Background: an optimization exercise with open tools, aiming at small area. Do not read the settings as production practice.
In this exercise RTL edits were held to simulation tests only and were not proved equivalent to the original.
Power figures rest on the tool's default switching activity, not on a simulated workload.

File: flow/constraint.sdc
create_clock -name core_clock -period 18.0 [get_ports {clk}]
set_input_delay 3.6000 -clock core_clock [delete_from_list [all_inputs] [get_ports {clk}]]
set_output_delay 3.6000 -clock core_clock [all_outputs]
set_load 0.01 [all_outputs]
File: flow/run.sh
#!/bin/bash
# synth_recipe.tcl (not shown) runs the flow's synth.tcl, then flattens the netlist and writes it again
# the make line also repeats each setting of config.mk as NAME=value (left out here)
make -C /OpenROAD-flow-scripts/flow DESIGN_CONFIG=/design/flow/config.mk WORK_HOME=/design/flow/orfs CLKGATE_MAP_FILE= SYNTH_SCRIPT=/design/flow/synth_recipe.tcl finish
File: flow/design.v
module alu(DATA1, DATA2, RESULT, SELECT, ZERO);
	input [7:0] DATA1, DATA2;
	input [2:0] SELECT;
	output reg [7:0] RESULT;
	output reg ZERO;
	wire [7:0] add_res, and_res, or_res, forward_res, mult_res, lshift_res, ashift_res, rot_res;
	ADD add1(DATA1, DATA2, add_res);
	AND and1(DATA1, DATA2, and_res);
	OR or1(DATA1, DATA2, or_res);
	FORWARD forward1(DATA1, DATA2, forward_res);
	MULTIPLY mult1(DATA1, DATA2, mult_res);
	L_SHIFT lshift1(DATA1, DATA2, lshift_res);
	A_SHIFT ashift1(DATA1, DATA2, ashift_res);
	ROTATE rotate1(DATA1, DATA2, rot_res);
	always @(*)
		begin
		ZERO = 0;				 
		RESULT = forward_res;
		if (SELECT == 3'b001) begin
			RESULT = add_res;			 
			if (add_res == 8'b00000000)
				ZERO = 1;
		end else if (SELECT == 3'b010) begin
			RESULT = and_res;			 
		end else if (SELECT == 3'b011) begin
			RESULT = or_res;			 
		end else if (SELECT == 3'b000) begin
			RESULT = forward_res;		 
		end else if (SELECT == 3'b100) begin
			RESULT = mult_res;			 
		end else if (SELECT == 3'b101) begin
			RESULT = lshift_res;		 
		end else if (SELECT == 3'b110) begin
			RESULT = ashift_res;		 
		end else if (SELECT == 3'b111) begin
			RESULT = rot_res;			 
		end
		end
endmodule
module ADD(DATA1, DATA2, RESULT);
	input [7:0] DATA1, DATA2;
	output reg [7:0] RESULT;
	always @(*) begin
		RESULT = DATA1 + DATA2;
	end
endmodule
module AND(DATA1, DATA2, RESULT);
	input [7:0] DATA1, DATA2;
	output reg [7:0] RESULT;
	always @(*) begin
		RESULT = DATA1 & DATA2;
	end
endmodule
module OR(DATA1, DATA2, RESULT);
	input [7:0] DATA1, DATA2;
	output reg [7:0] RESULT;
	always @(*) begin
		RESULT = DATA1 | DATA2;
	end
endmodule
module FORWARD(DATA1, DATA2, RESULT);
	input [7:0] DATA1, DATA2;
	output reg [7:0] RESULT;
	always @(*) begin
		RESULT = DATA2;
	end
endmodule
module MULTIPLY(DATA1, DATA2, RESULT);
	input [7:0] DATA1, DATA2;
	output [7:0] RESULT;
	wire C0 [5:0];
	wire C1 [4:0];
	wire C2 [3:0];
	wire C3 [2:0];
	wire C4 [1:0];
	wire C5;
	wire sum0 [5:0];
	wire sum1 [4:0];
	wire sum2 [3:0];
	wire sum3 [2:0];
	wire sum4 [1:0];
	wire sum5;
	wire dummy_carry0, dummy_carry1, dummy_carry2, dummy_carry3, dummy_carry4, dummy_carry5, dummy_carry6;
	wire [7:0] OUT;
	assign OUT[0] = DATA2[0] & DATA1[0];
	full_adder_module FA0_0(DATA2[0] & DATA1[1], DATA2[1] & DATA1[0], 1'b0, OUT[1], C0[0]);
	full_adder_module FA0_1(DATA2[0] & DATA1[2], DATA2[1] & DATA1[1], C0[0], sum0[0], C0[1]);
	full_adder_module FA0_2(DATA2[0] & DATA1[3], DATA2[1] & DATA1[2], C0[1], sum0[1], C0[2]);
	full_adder_module FA0_3(DATA2[0] & DATA1[4], DATA2[1] & DATA1[3], C0[2], sum0[2], C0[3]);
	full_adder_module FA0_4(DATA2[0] & DATA1[5], DATA2[1] & DATA1[4], C0[3], sum0[3], C0[4]);
	full_adder_module FA0_5(DATA2[0] & DATA1[6], DATA2[1] & DATA1[5], C0[4], sum0[4], C0[5]);
	full_adder_module FA0_6(DATA2[0] & DATA1[7], DATA2[1] & DATA1[6], C0[5], sum0[5], dummy_carry0);
	full_adder_module FA1_0(sum0[0], DATA2[2] & DATA1[0], 1'b0, OUT[2], C1[0]);
	full_adder_module FA1_1(sum0[1], DATA2[2] & DATA1[1], C1[0], sum1[0], C1[1]);
	full_adder_module FA1_2(sum0[2], DATA2[2] & DATA1[2], C1[1], sum1[1], C1[2]);
	full_adder_module FA1_3(sum0[3], DATA2[2] & DATA1[3], C1[2], sum1[2], C1[3]);
	full_adder_module FA1_4(sum0[4], DATA2[2] & DATA1[4], C1[3], sum1[3], C1[4]);
	full_adder_module FA1_5(sum0[5], DATA2[2] & DATA1[5], C1[4], sum1[4], dummy_carry1);
	full_adder_module FA2_0(sum1[0], DATA2[3] & DATA1[0], 1'b0, OUT[3], C2[0]);
	full_adder_module FA2_1(sum1[1], DATA2[3] & DATA1[1], C2[0], sum2[0], C2[1]);
	full_adder_module FA2_2(sum1[2], DATA2[3] & DATA1[2], C2[1], sum2[1], C2[2]);
	full_adder_module FA2_3(sum1[3], DATA2[3] & DATA1[3], C2[2], sum2[2], C2[3]);
	full_adder_module FA2_4(sum1[4], DATA2[3] & DATA1[4], C2[3], sum2[3], dummy_carry2);
	full_adder_module FA3_0(sum2[0], DATA2[4] & DATA1[0], 1'b0, OUT[4], C3[0]);
	full_adder_module FA3_1(sum2[1], DATA2[4] & DATA1[1], C3[0], sum3[0], C3[1]);
	full_adder_module FA3_2(sum2[2], DATA2[4] & DATA1[2], C3[1], sum3[1], C3[2]);
	full_adder_module FA3_3(sum2[3], DATA2[4] & DATA1[3], C3[2], sum3[2], dummy_carry3);
	full_adder_module FA4_0(sum3[0], DATA2[5] & DATA1[0], 1'b0, OUT[5], C4[0]);
	full_adder_module FA4_1(sum3[1], DATA2[5] & DATA1[1], C4[0], sum4[0], C4[1]);
	full_adder_module FA4_2(sum3[2], DATA2[5] & DATA1[2], C4[1], sum4[1], dummy_carry4);
	full_adder_module FA5_0(sum4[0], DATA2[6] & DATA1[0], 1'b0, OUT[6], C5);
	full_adder_module FA5_1(sum4[1], DATA2[6] & DATA1[1], C5, sum5, dummy_carry5);
	full_adder_module FA6_0(sum5, DATA2[7] & DATA1[0], 1'b0, OUT[7], dummy_carry6);
	assign RESULT = OUT;
endmodule
module L_SHIFT(DATA1, DATA2, RESULT);  
    input [7:0] DATA1, DATA2;
    output [7:0] RESULT;
    wire [2:0] shift = DATA2[2:0];   
    wire       dir   = DATA2[7];     
    wire [7:0] stage0, stage1, stage2;
    assign stage0 = (dir == 1) ?
                    (shift[0] ? {DATA1[6:0], 1'b0} : DATA1) :
                    (shift[0] ? {1'b0, DATA1[7:1]} : DATA1);
    assign stage1 = (dir == 1) ?
                    (shift[1] ? {stage0[5:0], 2'b00} : stage0) :
                    (shift[1] ? {2'b00, stage0[7:2]} : stage0);
    assign stage2 = (dir == 1) ?
                    (shift[2] ? {stage1[3:0], 4'b0000} : stage1) :
                    (shift[2] ? {4'b0000, stage1[7:4]} : stage1);
    assign RESULT = stage2;
endmodule
module A_SHIFT(DATA1, DATA2, RESULT);   
    input [7:0] DATA1, DATA2;
    output [7:0] RESULT;
    wire [2:0] shift = DATA2[2:0];   
    wire sign = DATA1[7];            
    wire [7:0] stage0, stage1, stage2;
    assign stage0 = (shift[0]) ? {sign, DATA1[7:1]} : DATA1;
    assign stage1 = (shift[1]) ? {{2{sign}}, stage0[7:2]} : stage0;
    assign stage2 = (shift[2]) ? {{4{sign}}, stage1[7:4]} : stage1;
    assign RESULT = stage2;
endmodule
module ROTATE(DATA1, DATA2, RESULT);
    input [7:0] DATA1, DATA2;
    output [7:0] RESULT;
    wire [2:0] rotate_amt = DATA2[2:0];
    wire [7:0] stage0, stage1, stage2;
    assign stage0 = (rotate_amt[0]) ? {DATA1[0], DATA1[7:1]} : DATA1;
    assign stage1 = (rotate_amt[1]) ? {stage0[1:0], stage0[7:2]} : stage0;
    assign stage2 = (rotate_amt[2]) ? {stage1[3:0], stage1[7:4]} : stage1;
    assign RESULT = stage2;
endmodule
module full_adder_module(A, B, C, SUM, CARRY);
	input A, B, C;
	output SUM, CARRY;
	assign SUM = (A ^ B ^ C);
	assign CARRY = (A & B) | (C & (A ^ B));
endmodule
module reg_file(IN,OUT1,OUT2,INADDRESS,OUT1ADDRESS,OUT2ADDRESS, WRITE, CLK, RESET);
	input [7:0] IN;
	input [2:0] OUT1ADDRESS, OUT2ADDRESS, INADDRESS;
	input WRITE, CLK, RESET;
	output reg [7:0] OUT1, OUT2;
	reg [7:0] registers[7:0];
	always @(posedge CLK)
		begin
		if (RESET == 1'b1)
			begin
			registers[0] <= 8'b0;
			registers[1] <= 8'b0;
			registers[2] <= 8'b0;
			registers[3] <= 8'b0;
			registers[4] <= 8'b0;
			registers[5] <= 8'b0;
			registers[6] <= 8'b0;
			registers[7] <= 8'b0;
			end
        	else if (WRITE == 1'b1)
			begin
			registers[INADDRESS] <= IN;
			end
		end
	always @(*)
		begin
		OUT1 = registers[OUT1ADDRESS];
		OUT2 = registers[OUT2ADDRESS];
		end
endmodule
module combinationalLogic(INSTRUCTION, WRITEREG, READREG1, READREG2, IMMEDIATE, OFFSET);
   	input [31:0] INSTRUCTION;
    	output [7:0] IMMEDIATE, OFFSET;
    	output [2:0] WRITEREG, READREG1, READREG2;
	assign WRITEREG = INSTRUCTION[18:16];
	assign READREG1 = INSTRUCTION[10:8];
	assign READREG2 = INSTRUCTION[2:0];
    assign IMMEDIATE = INSTRUCTION[7:0];
    assign OFFSET = INSTRUCTION[23:16];
endmodule
module twosComplement(ip_number,op_number);
    input [7:0] ip_number;
    output [7:0] op_number;
    assign op_number = ~ip_number + 8'b00000001;
endmodule
module controlUnit(INSTRUCTION, MUX1, MUX2, MUX4, ALUOP, WRITEENABLE, JUMP, BRANCH, WRITE, READ, BUSYWAIT);
    	input BUSYWAIT;
        input [31:0] INSTRUCTION;
    	reg [7:0] OPCODE;
    	output reg MUX1, MUX2, MUX4, WRITEENABLE, JUMP, BRANCH, WRITE, READ;
    	output reg [2:0] ALUOP;
    	always @(*)
    		begin
            OPCODE = INSTRUCTION[31:24];
            WRITEENABLE = 0;
            MUX1 = 0;
            MUX2 = 0;
            MUX4 = 0;
            ALUOP = 3'b000;
            JUMP = 0;
            BRANCH = 0;
            WRITE = 0;
            READ = 0;
            begin
                case(OPCODE)
                8'b00000000: 
                begin
                    WRITEENABLE = 1;   
                    MUX1 = 0;   	 
                    MUX2 = 0;   	 
                    ALUOP = 3'b000;  
                    JUMP = 0;		 
                    BRANCH = 0;		 
                    MUX4 = 0;        
                    WRITE = 0;       
                    READ = 0;        
                end
                8'b00000001:
                begin
                    WRITEENABLE = 1; 
                    MUX1 = 0;   	 
                    MUX2 = 1;   	 
                    ALUOP = 3'b000;	 
                    JUMP = 0;		 
                    BRANCH = 0;		 
                    MUX4 = 0;        
                    WRITE = 0;       
                    READ = 0;        
                end
                8'b00000010: 
                begin
                    WRITEENABLE = 1;   
                    MUX1 = 0;    	 
                    MUX2 = 1;   	 
                    ALUOP = 3'b001;  
                    JUMP = 0;		 
                    BRANCH = 0;		 
                    MUX4 = 0;        
                    WRITE = 0;       
                    READ = 0;        
                end
                8'b00000011: 
                begin
                    WRITEENABLE = 1;   
                    MUX1 = 1;   	 
                    MUX2 = 1;   	 
                    ALUOP = 3'b001;	 
                    JUMP = 0;		 
                    BRANCH = 0;		 
                    MUX4 = 0;        
                    WRITE = 0;       
                    READ = 0;        
                end
                8'b00000100: 
                begin
                    WRITEENABLE = 1;   
                    MUX1 = 0;   	 
                    MUX2 = 1;   	 
                    ALUOP = 3'b010;	 
                    JUMP = 0;		 
                    BRANCH = 0;		 
                    MUX4 = 0;        
                    WRITE = 0;       
                    READ = 0;        
                end
                8'b00000101: 
                begin
                    WRITEENABLE = 1;   
                    MUX1 = 0;    	 
                    MUX2 = 1;   	 
                    ALUOP = 3'b011;  
                    JUMP = 0;		 
                    BRANCH = 0;		 
                    MUX4 = 0;        
                    WRITE = 0;       
                    READ = 0;        
                end
                8'b00000110: 
                begin
                    WRITEENABLE = 0;   
                    MUX1 = 0;    	 
                    MUX2 = 1;   	 
                    ALUOP = 3'b000;  
                    JUMP = 1;		 
                    BRANCH = 0;		 
                    MUX4 = 0;        
                    WRITE = 0;       
                    READ = 0;        
                end
                8'b00000111: 
                begin
                    WRITEENABLE = 0;   
                    MUX1 = 1;    	 
                    MUX2 = 1;   	 
                    ALUOP = 3'b001;  
                    JUMP = 0;		 
                    BRANCH = 1;		 
                    MUX4 = 0;        
                    WRITE = 0;       
                    READ = 0;        
                end
                8'b00001000: 
                begin
                    WRITEENABLE = 1;   
                    MUX1 = 0;    	 
                    MUX2 = 1;   	 
                    ALUOP = 3'b100;  
                    JUMP = 0;		 
                    BRANCH = 0;		 
                    MUX4 = 0;        
                    WRITE = 0;       
                    READ = 0;        
                end
                8'b00001001: 
                begin
                    WRITEENABLE = 1;   
                    MUX1 = 0;    	 
                    MUX2 = 0;   	 
                    ALUOP = 3'b101;  
                    JUMP = 0;		 
                    BRANCH = 0;		 
                    MUX4 = 0;        
                    WRITE = 0;       
                    READ = 0;        
                end
                8'b00001010: 
                begin
                    WRITEENABLE = 1;   
                    MUX1 = 0;    	 
                    MUX2 = 0;   	 
                    ALUOP = 3'b110;  
                    JUMP = 0;		 
                    BRANCH = 0;		 
                    MUX4 = 0;        
                    WRITE = 0;       
                    READ = 0;        
                end
                8'b00001011: 
                begin
                    WRITEENABLE = 1;   
                    MUX1 = 0;    	 
                    MUX2 = 0;   	 
                    ALUOP = 3'b111;  
                    JUMP = 0;		 
                    BRANCH = 0;		 
                    MUX4 = 0;        
                    WRITE = 0;       
                    READ = 0;        
                end
                8'b00001100: 
                begin
                    WRITEENABLE = 0;   
                    MUX1 = 1;    	 
                    MUX2 = 1;   	 
                    ALUOP = 3'b001;  
                    JUMP = 1;		 
                    BRANCH = 1;		 
                    MUX4 = 0;        
                    WRITE = 0;       
                    READ = 0;        
                end
                8'b00001101: 
                begin
                    WRITEENABLE = 1;   
                    MUX1 = 0;    	 
                    MUX2 = 1;   	 
                    ALUOP = 3'b000;  
                    JUMP = 0;		 
                    BRANCH = 0;		 
                    MUX4 = 1;        
                    WRITE = 0;       
                    READ = 1;        
                end
                8'b00001110: 
                begin
                    WRITEENABLE = 1;   
                    MUX1 = 0;    	 
                    MUX2 = 0;   	 
                    ALUOP = 3'b000;  
                    JUMP = 0;		 
                    BRANCH = 0;		 
                    MUX4 = 1;        
                    WRITE = 0;       
                    READ = 1;        
                end
                8'b00001111: 
                begin
                    WRITEENABLE = 0;   
                    MUX1 = 0;    	 
                    MUX2 = 1;   	 
                    ALUOP = 3'b000;  
                    JUMP = 0;		 
                    BRANCH = 0;		 
                    MUX4 = 0;        
                    WRITE = 1;       
                    READ = 0;        
                end
                8'b00010000: 
                begin
                    WRITEENABLE = 0;   
                    MUX1 = 0;    	 
                    MUX2 = 0;   	 
                    ALUOP = 3'b000;  
                    JUMP = 0;		 
                    BRANCH = 0;		 
                    MUX4 = 0;        
                    WRITE = 1;       
                    READ = 0;        
                end
		endcase
            end
        end
endmodule
module mux(DATA1 , DATA2 , SELECT, OUTPUT);
	input [7:0] DATA1 , DATA2;  
	input SELECT;
	output reg [7:0] OUTPUT;
	always @(*)
		begin
		case(SELECT)
			1'b0 : OUTPUT = DATA1;  
			1'b1 : OUTPUT = DATA2;  
		endcase
	end
endmodule
module mux32(DATA1 , DATA2 , SELECT, OUTPUT);
    	input [31:0] DATA1 , DATA2;  
  		input SELECT;
    	output reg [31:0] OUTPUT;
    	always @(*)
    		begin
        	case(SELECT)
            	1'b0 : OUTPUT = DATA1;  
            	1'b1 : OUTPUT = DATA2;  
        	endcase
		end
endmodule
module mux6(DATA1 , DATA2 , SELECT, OUTPUT);
    	input [5:0] DATA1 , DATA2;  
  		input SELECT;
    	output reg [5:0] OUTPUT;
    	always @(*)
    		begin
        	case(SELECT)
            	1'b0 : OUTPUT = DATA1;  
            	1'b1 : OUTPUT = DATA2;  
        	endcase
		end
endmodule
module pc_adder(INPUT, BUSYWAIT, PC_OUTPUT);
	input BUSYWAIT;
	input [31:0] INPUT;
	output reg [31:0] PC_OUTPUT;  
	always @(*) begin
		if (BUSYWAIT == 1'b0)
			PC_OUTPUT = INPUT + 4;
		else
			PC_OUTPUT = INPUT;  
	end
endmodule
module offset_adder(PC_OUTPUT, OFFSET, OUTPUT);
	input [31:0] PC_OUTPUT;
	input [7:0] OFFSET;
	output [31:0] OUTPUT;
	wire [29:0] EXTENDED_OFFSET;
	wire [31:0] SHIFTED_OFFSET;
	assign EXTENDED_OFFSET = {{22{OFFSET[7]}}, OFFSET};
	assign SHIFTED_OFFSET = {EXTENDED_OFFSET, 2'b00};
	assign OUTPUT = PC_OUTPUT + SHIFTED_OFFSET;
endmodule
module cpu (
    PC,            
    INSTRUCTION,   
    CLK,           
    RESET,         
    READ_S,        
    WRITE_S,       
    ADDRESS,       
    WRITEDATA,     
    READDATA,      
    BUSYWAIT_D,     
	BUSYWAIT_I	   
);
    input [31:0] INSTRUCTION;     
    input CLK, RESET;      
    output reg [31:0] PC;
	input BUSYWAIT_D, BUSYWAIT_I;
	input [7:0] READDATA;
	output READ_S, WRITE_S;
	output reg [7:0] WRITEDATA, ADDRESS;
 	wire [7:0] ALURESULT;
    wire [2:0] ALUOP;             
	wire ZERO_OUT;	
   	wire [2:0] READREG1, READREG2, WRITEREG;  
    wire [7:0] REGOUT1, REGOUT2; 
    wire WRITEENABLE, WRITEENABLE_CU, WRITE_CU, READ_CU;
	wire BUSYWAIT;
	assign BUSYWAIT = BUSYWAIT_D | BUSYWAIT_I ;  
    wire [7:0] MUX1_OUT, NEGATIVE_NUM; 
    wire MUX1SELECT;
    wire [7:0] MUX2_OUT, IMMEDIATE; 
    wire MUX2SELECT;     
	wire JUMPSELECT, BRANCHSELECT;
	reg MUX3SELECT, INTERMEDIATE_AND1, INTERMEDIATE_AND2;
	wire [7:0] OFFSET;
	wire [31:0] MUX3_OUT, PC_OUT, OFFSET_COUNT;	
    wire [7:0] MUX4_OUT; 
    wire MUX4SELECT;     
    alu ALU(REGOUT1, MUX2_OUT, ALURESULT, ALUOP, ZERO_OUT);
	reg_file register(MUX4_OUT, REGOUT1, REGOUT2, WRITEREG, READREG1, READREG2, WRITEENABLE, CLK, RESET);
	combinationalLogic comLogic(INSTRUCTION, WRITEREG, READREG1, READREG2, IMMEDIATE, OFFSET);                      
  	controlUnit control(INSTRUCTION, MUX1SELECT, MUX2SELECT, MUX4SELECT, ALUOP, WRITEENABLE_CU, JUMPSELECT, BRANCHSELECT, WRITE_CU, READ_CU, BUSYWAIT_D);
	assign WRITEENABLE = WRITEENABLE_CU & ~BUSYWAIT;
	assign WRITE_S = WRITE_CU & ~BUSYWAIT_I;
	assign READ_S = READ_CU & ~BUSYWAIT_I;        
	twosComplement complement (REGOUT2, NEGATIVE_NUM);      
	mux mux1(REGOUT2, NEGATIVE_NUM, MUX1SELECT,MUX1_OUT);            
	mux mux2(IMMEDIATE, MUX1_OUT, MUX2SELECT, MUX2_OUT);
	mux32 mux3(PC_OUT, OFFSET_COUNT, MUX3SELECT, MUX3_OUT);
	mux mux4(ALURESULT, READDATA, MUX4SELECT, MUX4_OUT);
	pc_adder PCadder(PC, BUSYWAIT, PC_OUT);  
	offset_adder OffsetAdder(PC_OUT,OFFSET,OFFSET_COUNT); 
	always @(*)
	begin
		WRITEDATA = REGOUT1;
		ADDRESS = ALURESULT;	
		 INTERMEDIATE_AND1 = BRANCHSELECT & ZERO_OUT & ~JUMPSELECT;
		 INTERMEDIATE_AND2 = ~ZERO_OUT & JUMPSELECT;
		 MUX3SELECT = INTERMEDIATE_AND1 | INTERMEDIATE_AND2;
    end
    always @(posedge CLK)
    begin
		if(RESET == 1)
			begin
            	PC <= 0;
            end 
		else if (BUSYWAIT == 1'b0)
        PC <= MUX3_OUT;
    end
endmodule
module cacheControl (
    read,                    
    write,                   
    mem_read,                
    mem_write,               
    mem_busywait,            
    hit,                     
    dirty,                   
    address_select,          
    busywait,                
    clock,                   
    reset                    
);
    input read, write;
    input clock, reset, mem_busywait;
    input hit, dirty;
    output reg mem_read, mem_write;
    output reg busywait;
    output reg address_select;
    parameter IDLE = 3'b000, MEM_READ = 3'b001, MEM_WRITE = 3'b010;
    reg [2:0] state, next_state;
    always @(*)
    begin
        case (state)
            IDLE:
                if ((read || write) && !dirty && !hit)
                    next_state = MEM_READ;
                else if ((read || write) && dirty && !hit)
                    next_state = MEM_WRITE;
                else
                    next_state = IDLE;
            MEM_READ:
                if (!mem_busywait)
                    next_state = IDLE;
                else
                    next_state = MEM_READ;
            MEM_WRITE:
                if (!mem_busywait)
                    next_state = MEM_READ;
                else
                    next_state = MEM_WRITE;
            default:
                next_state = IDLE;
        endcase
    end
    always @(*)
    begin
        case(state)
            MEM_READ:
            begin
                mem_read = 1;            
                mem_write = 0;           
                address_select = 0;      
                busywait = 1;            
            end
            MEM_WRITE:
            begin
                mem_read = 0;            
                mem_write = 1;           
                address_select = 1;      
                busywait = 1;            
            end
            default:
            begin
                mem_read = 0;            
                mem_write = 0;           
                address_select = 0;      
                busywait = (read || write) && !hit;   
            end
        endcase
    end
    always @(posedge clock)
    begin
        if(reset)
            state <= IDLE;
        else
            state <= next_state;
    end
endmodule
module cache (
    CLOCK,            
    RESET,            
    READ_IN,          
    WRITE_IN,         
    ADDRESS_IN,       
    WRITEDATA_IN,     
    READDATA_OUT,     
    READDATA_IN,      
    WRITE_OUT,        
    READ_OUT,         
    ADDRESS_OUT,      
    WRITEDATA_OUT,    
    BUSYWAIT_OUT,     
    BUSYWAIT_IN       
);
input CLOCK;
input RESET;
input READ_IN;
input WRITE_IN;
input BUSYWAIT_IN;
input [7:0] ADDRESS_IN;
input [7:0] WRITEDATA_IN;
input [31:0] READDATA_IN;
output READ_OUT;
output WRITE_OUT;
output BUSYWAIT_OUT;
output [5:0] ADDRESS_OUT;
output reg [7:0] READDATA_OUT;
output [31:0] WRITEDATA_OUT;
reg [2:0] INDEX;
reg [2:0] TAG;
reg [1:0] BLOCK_OFFSET;
reg VALID_BIT;
reg DIRTY_BIT;
reg TAG_SIGNAL;
reg [2:0] CACHE_CURRENT_TAG;
reg [31:0] CACHE_CURRENT_DATA;
reg HIT;
wire ADDRESS_SELECT;
reg [5:0] BLOCK_ADDRESS;
reg [5:0] CACHE_CURRENT_BLOCK_ADDRESS;
reg WRITE_HIT;
reg [31:0] new_cache_data;
reg [36:0] cache_array [7:0];
always @(*) begin
    INDEX        = ADDRESS_IN[4:2];
    TAG          = ADDRESS_IN[7:5];
    BLOCK_OFFSET = ADDRESS_IN[1:0];
    BLOCK_ADDRESS = ADDRESS_IN[7:2] ;
end 
always @(*) begin
    VALID_BIT         = cache_array[INDEX][36];
    DIRTY_BIT         = cache_array[INDEX][35];
    CACHE_CURRENT_TAG = cache_array[INDEX][34:32];
    CACHE_CURRENT_DATA= cache_array[INDEX][31:0];
    CACHE_CURRENT_BLOCK_ADDRESS = {cache_array[INDEX][34:32], INDEX};
end
always @(*) begin
    TAG_SIGNAL = (TAG == CACHE_CURRENT_TAG) ? 1'b1 : 1'b0 ;
    HIT = TAG_SIGNAL & VALID_BIT;
end
always @(*) begin
    begin
        case (BLOCK_OFFSET)
            2'b00: READDATA_OUT = CACHE_CURRENT_DATA[7:0];      
            2'b01: READDATA_OUT = CACHE_CURRENT_DATA[15:8];     
            2'b10: READDATA_OUT = CACHE_CURRENT_DATA[23:16];    
            2'b11: READDATA_OUT = CACHE_CURRENT_DATA[31:24];    
        endcase
    end
end
always @(*) begin
    WRITE_HIT = WRITE_IN && HIT;
    new_cache_data = CACHE_CURRENT_DATA;  
    if (WRITE_HIT) begin
        case (BLOCK_OFFSET)
            2'b00: new_cache_data[7:0]   = WRITEDATA_IN;
            2'b01: new_cache_data[15:8]  = WRITEDATA_IN;
            2'b10: new_cache_data[23:16] = WRITEDATA_IN;
            2'b11: new_cache_data[31:24] = WRITEDATA_IN;
        endcase
    end
end
cacheControl cacheControl1 (
    READ_IN,             
    WRITE_IN,            
    READ_OUT,            
    WRITE_OUT,           
    BUSYWAIT_IN,         
    HIT,                 
    DIRTY_BIT,           
    ADDRESS_SELECT,      
    BUSYWAIT_OUT,        
    CLOCK,               
    RESET                
);
mux6 cachemux(BLOCK_ADDRESS, CACHE_CURRENT_BLOCK_ADDRESS, ADDRESS_SELECT, ADDRESS_OUT);
assign WRITEDATA_OUT = CACHE_CURRENT_DATA;
always @(posedge CLOCK) begin
    if (RESET) begin
    cache_array[0] <= 37'b0;
    cache_array[1] <= 37'b0;
    cache_array[2] <= 37'b0;
    cache_array[3] <= 37'b0;
    cache_array[4] <= 37'b0;
    cache_array[5] <= 37'b0;
    cache_array[6] <= 37'b0;
    cache_array[7] <= 37'b0;
    end else begin
    if (!BUSYWAIT_IN && READ_OUT) begin
        cache_array[INDEX][31:0]   <= READDATA_IN;   
        cache_array[INDEX][34:32]  <= TAG;              
        cache_array[INDEX][36]     <= 1'b1;             
        cache_array[INDEX][35]     <= 1'b0;             
    end
    if (!BUSYWAIT_IN && READ_OUT && WRITE_IN) begin
        case (BLOCK_OFFSET)
            2'b00: cache_array[INDEX][7:0]    <= WRITEDATA_IN;
            2'b01: cache_array[INDEX][15:8]   <= WRITEDATA_IN;
            2'b10: cache_array[INDEX][23:16]  <= WRITEDATA_IN;
            2'b11: cache_array[INDEX][31:24]  <= WRITEDATA_IN;
        endcase
        cache_array[INDEX][35] <= 1'b1;  
    end
    if (WRITE_HIT) begin
        cache_array[INDEX][31:0]  <= new_cache_data;    
        cache_array[INDEX][35]    <= 1'b1;                 
    end
    end
end
endmodule
module icacheControl (
    mem_read,                
    mem_busywait,            
    hit,                     
    busywait,                
    clock,                   
    reset                    
);
    input clock, reset, mem_busywait;
    input hit;
    output reg mem_read;
    output reg busywait;
    parameter IDLE = 3'b000, MEM_READ = 3'b001;
    reg [2:0] state, next_state;
    always @(*)
    begin
        case (state)
            IDLE:
                if (!hit)
                    next_state = MEM_READ;
                else
                    next_state = IDLE;
            MEM_READ:
                if (!mem_busywait)
                    next_state = IDLE;
                else
                    next_state = MEM_READ;
            default:
                next_state = IDLE;
        endcase
    end
    always @(*)
    begin
        case(state)
            MEM_READ:
            begin
                mem_read = 1;            
                busywait = 1;            
            end
            default:
            begin
                mem_read = 0;            
                busywait = !hit;         
            end
        endcase
    end
    always @(posedge clock)
    begin
        if(reset)
            state <= IDLE;
        else
            state <= next_state;
    end
endmodule
module icache (
    CLOCK,            
    RESET,            
    ADDRESS_IN,       
    READDATA_OUT,     
    READDATA_IN,      
    READ_OUT,         
    ADDRESS_OUT,      
    BUSYWAIT_OUT,     
    BUSYWAIT_IN       
);
input CLOCK;
input RESET;
input BUSYWAIT_IN;
input [31:0] ADDRESS_IN;
input [127:0] READDATA_IN;
output READ_OUT;
output BUSYWAIT_OUT;
output [5:0] ADDRESS_OUT;
output reg [31:0] READDATA_OUT;
reg [2:0] INDEX;
reg [2:0] TAG;
reg [1:0] BLOCK_OFFSET;
reg VALID_BIT;
reg TAG_SIGNAL;
reg [2:0] CACHE_CURRENT_TAG;
reg [127:0] CACHE_CURRENT_DATA;
reg HIT;
reg [5:0] BLOCK_ADDRESS;
reg [131:0] icache_array [7:0];
always @(*) begin
    INDEX        = ADDRESS_IN[6:4];
    TAG          = ADDRESS_IN[9:7];
    BLOCK_OFFSET = ADDRESS_IN[3:2];
    BLOCK_ADDRESS = ADDRESS_IN[9:4] ;
end 
always @(*) begin
    VALID_BIT         = icache_array[INDEX][131];
    CACHE_CURRENT_TAG = icache_array[INDEX][130:128];
    CACHE_CURRENT_DATA= icache_array[INDEX][127:0];
end
always @(*) begin
    TAG_SIGNAL = (TAG == CACHE_CURRENT_TAG) ? 1'b1 : 1'b0 ;
    HIT = TAG_SIGNAL & VALID_BIT;
end
always @(*) begin
    begin
        case (BLOCK_OFFSET)
            2'b00: READDATA_OUT = CACHE_CURRENT_DATA[31:0];      
            2'b01: READDATA_OUT = CACHE_CURRENT_DATA[63:32];     
            2'b10: READDATA_OUT = CACHE_CURRENT_DATA[95:64];    
            2'b11: READDATA_OUT = CACHE_CURRENT_DATA[127:96];    
        endcase
    end
end
icacheControl icacheControl1 (
    READ_OUT,            
    BUSYWAIT_IN,         
    HIT,                 
    BUSYWAIT_OUT,        
    CLOCK,               
    RESET                
);
assign ADDRESS_OUT = BLOCK_ADDRESS;
always @(posedge CLOCK) begin
    if (RESET) begin
    icache_array[0] <= 132'b0;
    icache_array[1] <= 132'b0;
    icache_array[2] <= 132'b0;
    icache_array[3] <= 132'b0;
    icache_array[4] <= 132'b0;
    icache_array[5] <= 132'b0;
    icache_array[6] <= 132'b0;
    icache_array[7] <= 132'b0;
    end else begin
    if (!BUSYWAIT_IN && READ_OUT) begin
        icache_array[INDEX][127:0]   <= READDATA_IN;       
        icache_array[INDEX][130:128]    <= TAG;               
        icache_array[INDEX][131]        <= 1'b1;              
    end
    end
end
endmodule
module cpu_system (
    input          clk,
    input          reset,           
    output [31:0]  pc,
    output         imem_read,
    output [5:0]   imem_addr,
    input  [127:0] imem_rdata,
    input          imem_busywait,
    output         dmem_read,
    output         dmem_write,
    output [5:0]   dmem_addr,
    output [31:0]  dmem_wdata,
    input  [31:0]  dmem_rdata,
    input          dmem_busywait
);
    wire [31:0] instruction;
    wire        ic_busywait, dc_busywait;
    wire        c_read, c_write;
    wire [7:0]  c_address, c_writedata, c_readdata;
    cpu mycpu (
        pc,              
        instruction,     
        clk,             
        reset,           
        c_read,          
        c_write,         
        c_address,       
        c_writedata,     
        c_readdata,      
        dc_busywait,     
        ic_busywait      
    );
    cache cache1 (
        clk,             
        reset,           
        c_read,          
        c_write,         
        c_address,       
        c_writedata,     
        c_readdata,      
        dmem_rdata,      
        dmem_write,      
        dmem_read,       
        dmem_addr,       
        dmem_wdata,      
        dc_busywait,     
        dmem_busywait    
    );
    icache icache1 (
        clk,             
        reset,           
        pc,              
        instruction,     
        imem_rdata,      
        imem_read,       
        imem_addr,       
        ic_busywait,     
        imem_busywait    
    );
endmodule
File: flow/config.mk
export PLATFORM = sky130hd
export DESIGN_NAME = cpu_system
export DESIGN_NICKNAME = cpu_system
export VERILOG_FILES = /design/flow/design.v
export SDC_FILE = /design/flow/constraint.sdc
export NUM_CORES = 4
export LEC_CHECK = 0
export CAP_MARGIN = 20
export CORE_MARGIN = 2
export CORE_UTILIZATION = 40
export SLEW_MARGIN = 20
==> summary.txt <==
- Initial core utilization: 40.35%
- Final critical-path share of the clock period: 94.23%
- Vias in the first global route: 43980
- Synth Area in Compound Gates: 8.234%
- FP Rows: 148
- Register area share after synthesis: 58.15%
- Routed len/inst: 26.13 µm
- Crit. End Element: output pin
- Post-DP HPWL: 116800 µm
- Simple-gate share of the synthesized area: 14.79%
- Fin. Hold Viols: 0
- Hold path depth: 1
- Pwr/cell area: 101.5 mW/mm²
- Synth top area cells: edfxtp_1 (57%), and2_1 (9.0%), mux4_2 (6.3%)
- Multiplexer share of the synthesized area: 12.82%
- Num CTS Buffers: 144
- Synth cell count leaders: edfxtp_1 (1240), and2_1 (949), a21oi_1 (367)
- Worst VDD drop: 0.1036 mV
- Final ANT Viol Nets: 0
- Met3 Usage GRT: 4.466%
- Adder-cell area share of the yosys netlist: 1.779%
- Placed Area: 0.07038 mm²
- R2r endpoint: mycpu.PC[31]
- Reg2reg start: mycpu.PC[2]
- Initial drt markers: 4347
- Pre-antenna DRT Iters: 6
- Global route hottest layer: met2
- #FFs+latches synth: 1292
- Crit start category: register
- Full die area: 0.1678 mm²
- Post-route cell area: 0.07503 mm²
- Post-synth EDFFs: 1240
- Crit-path leading delay family: adder cells
- Vias: 43650
- Ys Warns: 17
- Relative slew slack: 23.04%
- Syn Inst Count: 5120
- Biggest area consumer among synthesized cells: edfxtp_1
- Skew final: 43.86 ps
- R2R depth: 66
- I/O Pins: 243
- CP peak stage delay: 650 ps
- Clock sink count: 1292
- Synthesized area: 0.06583 mm²
- Clock transition at the registers of the reported paths: 60 ps
- Most frequent cell on the critical path: fa_1
- Layout cells sized above 1: 13.44%
- Multi-input logic area: 0.02578 mm²
- CP Max Fanout: 25
- Buffers on Ports: 220
- Worst-case clock buffer depth: 3
- Wirelength, routed: 197700 µm
- Hold EP: icache1.icache_array[7][131]
- Drt via density: 5.767
- Total GRT Usage: 23.32%
- Clock latency on the worst-skew pair: 790 ps
- Clock Tree Root: clkbuf_16
- GPL Wtd Cong: 0.9029
- Met1 layer usage reported by global route: 31.73%
- Fin Setup TNS: 0 ps
- Setup Fix Bufs, Post-CTS: 0
- Share of flip-flops with an asynchronous set or reset: 0%
- Seq. cell area: 0.03829 mm²
- DRC errors left: 0
- Largest net degree at the start of global routing: 83
- First-pass GRT wire length: 293400 µm
- Min Tclk post-route: 16960 ps
- # resized after CTS: 0
- FF-to-FF setup slack: 1130 ps
- Clock tree from TritonCTS: built
- Nets@finish: 5514
- Hold Path Class: reg2reg
- Worst-margin pin slew: 1154 ps
- Worst Path Required: 14400 ps
- Top-count cell post-synth: edfxtp_1
- Hold_buf cts: 0
- MaxCap Viol Count: 0
- Slowest CP cell: clkdlybuf4s50_1
- Dominant synthesized flop cell: edfxtp_1
- Die Wd: 409.7 µm
- Synth unique cells: 99
- Core Area: 0.1631 mm²
- Yosys top cell area share: 56.57%
- Bufs and invs on worst path: 10
- Hold Startpoint: icache1.icache_array[7][131]
- Initial antenna violation count: 27
- Die Ht: 409.7 µm
- Met2 GRT Util: 38.09%
- Area Growth Syn to Fin: 13.99%
- Max-slew violations: 0
- RSZ-0062 raised after global routing: no
- H-tree depth: 4
- Outcome: finished clean
- Fill cell total of the finished layout: 14490
- CP Class: reg2out
- Mean Syn Cell Area: 12.86 µm²
- Max frequency: 58.96 MHz
- Gr ovfl total: 0
- Largest family of logic cells by synthesized area: simple AND/OR/NAND/NOR gates
- Leak pwr: 0.02720 µW
- Post-synthesis xor/xnor area fraction: 1.101%
- Final setup fails: 0
- CP arrival: 13360 ps
metrics by stage:
stage | utilization (%) | hold slack (ps) | power, µW | instances | worst slack, ps
after CTS | 45.96 | 458.0 | 7641 | 7560 | 691.1
after global routing | 45.98 | 475.8 | 7844 | 7562 | 61.14
after global placement | 43.13 | 430.1 | 4760 | 7294 | 897.2
after detailed placement | 43.14 | 443.8 | 4776 | 7294 | 837.5
after floorplan | - | 421.0 | 4266 | 5121 | 2263
final | 45.99 | 454.3 | 7615 | 7569 | 1039
cell type report:
type                       instances  area share, %
sequential                      1292          51.03
multi-input combinational       3374          34.36
clock buffer                     192          5.238
timing repair buffer             357          4.337
tap                             2175          3.627
clock inverter                    74         0.8954
inverter                          97         0.4919
antenna                            8        0.02668
worst max path at each step:
stage / start / endpoint / slack, ps / depth (start not counted)
finish: mycpu.PC[2] / dmem_addr[5] / 1040 / 43
global route: register / mycpu.PC[31] / 60 / 64
CTS: register / dmem_addr[5] / 690 / 42
detailed placement: register / mycpu.PC[31] / 840 / 65
global placement: register / mycpu.PC[31] / 900 / 65
floorplan: mycpu.PC[2] / mycpu.PC[31] / 2260 / 69
cell usage in the layout (no fill, tap or decap), types with 31 or more instances in the layout:
cell type        count
and2_1             949
inv_1               83
nand3_1             78
a31oi_1             33
edfxtp_1          1240
buf_4              134
a21oi_1            367
a22oi_1             31
nor2_1             183
mux2_2              96
nor2b_1             37
clkinv_1            36
mux2i_1            310
nand2_1            293
ha_1                64
xnor2_1             52
o211ai_1            33
o21ai_0             83
dfxtp_1             49
clkbuf_1            39
mux4_2             184
nor3_1              64
clkdlybuf4s50_1    219
clkbuf_16          149
metal layers:
metal / up-vias / routed length (µm)
met5: - / 214
li1: 19370 / -
met1: 22190 / 82940
met2: 1704 / 94680
met3: 356 / 15360
met4: 32 / 4549
worst register-to-register path: cells and delay by family, from the launching register on:
family	cells	cell delay, ps
AND/OR/NAND/NOR	8	1210
AO/OA/AOI/OAI	25	5590
multiplexers	1	320
XOR/XNOR	9	1960
buffers and inverters	9	1570
flip-flops	1	500
adder cells (fa/ha/maj)	14	5620
logic make-up after synthesis:
logic type      after synthesis
other cells                   1
compound gates              849
flops                      1292
mux                         599
xor+xnor                     78
simple gates               1762
fa+ha+maj                    84
buf+inv                     455
flip-flops by register name, indices dropped and copies added, names as in the netlist, named ones only:
register                      cells
mycpu.PC                         30
icache1.icacheControl1.state      1
icache1.icache_array            896
cache1.cacheControl1.state        2
cache1.cache_array              296
mycpu.register.registers         64
power breakdown:
group          internal, µW  switching, µW  leakage [µW]
Combinational           473            843        0.0117
Clock                  1630           1250       0.00222
Sequential             3390           27.8        0.0132
Total                  5500           2120        0.0272

## what the ideal ports hide
The flow's constraints put no driver on any port. The routed layout listed below was extracted and timed again, unchanged, in two steps.
Step 1 sets driving cells, clkbuf_16 on the clock port and buf_2 on the other inputs (assumed; they add their load-dependent delay and slew).
Step 2 moves the port delays by t, midway between the first and last clock arrival at a register: inputs arrive t later, outputs are due t later. That takes back most of the time a late clock gives input paths.
Three values: ideal, step 1, step 2; two values: the first two.
t, ns: 0.850
slack for setup (ns): 1.039 / 0.959 / 1.128
cell pins on the clock port's net: 1
After both steps this run still meets setup and hold. The setup slack of this run moves by -0.080 ns with the drivers and by +0.089 ns with both steps.
